Context: an optimization exercise on an open-source flow, tuned for small area and a short achievable clock period. The choices shown serve that exercise and are no tape-out recipe.
The RTL was checked by simulation tests, not by an equivalence proof against the original design.
Power and IR drop assume default switching activity.

Setup of v28:
==> flow/design.v (excerpt) <==
module RegisterFile(input wire clk,
                    input wire [7:0] A1,
                    input wire [7:0] A2,
                    input wire [7:0] A3,
                    input wire [7:0] WriteData,
                    input wire regWriteEnable,
                    output wire [7:0] RD1,
                    output wire [7:0] RD2);
Size in the first run: about 1100 cells after synthesis, about 260 flip-flops, roughly 11000 um^2 of cells after synthesis.
==> flow/config.mk <==
export PLATFORM = sky130hd
export DESIGN_NAME = RegisterFile
export DESIGN_NICKNAME = RegisterFile
export VERILOG_FILES = /design/flow/design.v
export SDC_FILE = /design/flow/constraint.sdc
export NUM_CORES = 4
export LEC_CHECK = 0
export CAP_MARGIN = 20
export CORE_MARGIN = 2
export CORE_UTILIZATION = 55
export GPL_TIMING_DRIVEN = 0
export SETUP_SLACK_MARGIN = 0.8
export SLEW_MARGIN = 20
export SYNTH_HIERARCHICAL = 1
==> flow/constraint.sdc <==
create_clock -name core_clock -period 3.5 [get_ports {clk}]
set_input_delay 0.7000 -clock core_clock [delete_from_list [all_inputs] [get_ports {clk}]]
set_output_delay 0.7000 -clock core_clock [all_outputs]
set_load 0.01 [all_outputs]
standard.sh (not shown) runs the stock make flow with config.mk's settings and CLKGATE_MAP_FILE= SYNTH_SCRIPT=/design/flow/synth_recipe.tcl, a recipe that flattens the netlist after the stock synthesis.
==> flow/flow/run.sh <==
#!/bin/bash
# Standard layout, with plain buffers (not delay cells) on the ports and a clock tree of
# small buffers without dummy loads.
set -euo pipefail
export BUFFER_PORTS_ARGS="-buffer_cell sky130_fd_sc_hd__buf_2"
export CTS_ARGS="-sink_clustering_enable -repair_clock_nets -dont_use_dummy_load -buf_list {sky130_fd_sc_hd__clkbuf_4 sky130_fd_sc_hd__clkbuf_8}"
bash standard.sh > flow_standard.log 2>&1
### v28 -> v49
==> flow/flow/run.sh <==
#!/bin/bash
# Standard layout, with plain buffers (not delay cells) on the ports.
set -euo pipefail
export BUFFER_PORTS_ARGS="-buffer_cell sky130_fd_sc_hd__buf_2"
bash standard.sh > flow_standard.log 2>&1
diff --git a/flow/config.mk b/flow/config.mk
--- a/flow/config.mk
+++ b/flow/config.mk
@@ -10 +10 @@
-export CORE_UTILIZATION = 55
+export CORE_UTILIZATION = 40
==> summary.txt <==
Diff v28 -> v49: met1 usage now sits lower; total chip power grew by 8.4%.
Taking v28 as the reference, in v49 final worst slack saw an increase; layout buffer count excluding clock buffers saw an increase.
The total routing resource utilization after global routing of v49 is lower than that of v28.
Edits applied to the flow inputs when going from v49 to v55:
==> flow/flow/run.sh <==
#!/bin/bash
# Standard layout, with plain buffers (not delay cells) on the ports and a clock tree of
# small buffers without dummy loads.
set -euo pipefail
export BUFFER_PORTS_ARGS="-buffer_cell sky130_fd_sc_hd__buf_2"
export CTS_ARGS="-sink_clustering_enable -repair_clock_nets -dont_use_dummy_load -buf_list {sky130_fd_sc_hd__clkbuf_8 sky130_fd_sc_hd__clkbuf_16} -sink_clustering_size 24 -sink_clustering_max_diameter 80"
bash standard.sh > flow_standard.log 2>&1
==> comparison <==
The flow did not stop early for v55: all stages ran, and the layout cleared the timing, design-rule and antenna checks. [compare] base=v49 new=v55: setup slack of the critical path after layout fell by 0.11 ns, clock power went down by 38%, fmax shrank by 3.5%, area after synthesis shows no meaningful change, wire length reported by the detailed router shows a reduction of 2.1%.
For v44, these inputs were changed with respect to v55:
==> flow/run.sh (new file) <==
#!/bin/bash
# synth_recipe.tcl (not shown) runs the flow's synth.tcl, then flattens the netlist and writes it again
# the make line also repeats each setting of config.mk as NAME=value (left out here)
make -C /OpenROAD-flow-scripts/flow DESIGN_CONFIG=/design/flow/config.mk WORK_HOME=/design/flow/orfs CLKGATE_MAP_FILE= SYNTH_SCRIPT=/design/flow/synth_recipe.tcl finish
diff --git a/flow/config.mk b/flow/config.mk
--- a/flow/config.mk
+++ b/flow/config.mk
@@ -12 +11,0 @@
-export SETUP_SLACK_MARGIN = 0.8
removed: flow/flow/run.sh
removed: flow/standard.sh
==> summary.txt <==
FAIL: v44; every other run in v44 and v55 is clean. [v44] flow finished | final checks: failed | reasons: setup timing. [compare] base=v55 new=v44: portion of the layout cell area used by clock cells now larger, count of endpoints failing setup in the final report now larger, cell area now larger. Of the two values seen for slowest cell on the critical path, clkdlybuf4s50_1 was produced by v44 and a22oi_1 by v55.

## afterwards: timing with drivers on the ports
No port has a modelled driver above. Below, the same layouts with a new extraction and two added sets of constraints.
Step 1, drivers: a clkbuf_16 drives clk and a buf_2 each remaining input, both assumed.
Step 2 adds t to the input delays and takes it off the output delays; t is the mean of the earliest and latest rising clock arrival at the registers after step 1. Input paths then give back, and output paths get back, about the clock's delay inside the block.
Slacks: no drivers / after step 1 / after step 2; pairs: no drivers / after step 1.
run	t (ns)	setup slack, ns	worst hold slack (ns)	slew at the worst register clock pin (ns)
v28	0.585	0.495 / 0.428 / 0.428	0.508 / 0.508 / 0.508	0.06 / 0.06
v49	0.586	0.533 / 0.470 / 0.470	0.509 / 0.509 / 0.509	0.06 / 0.06
v55	0.532	0.426 / 0.401 / 0.401	0.517 / 0.517 / 0.517	0.10 / 0.10
v44	0.589	-0.012 / -0.036 / -0.036	0.515 / 0.515 / 0.515	0.07 / 0.07
The setup slack of v28, which loses most, moves by -0.067 ns with the drivers and by -0.067 ns with both steps.
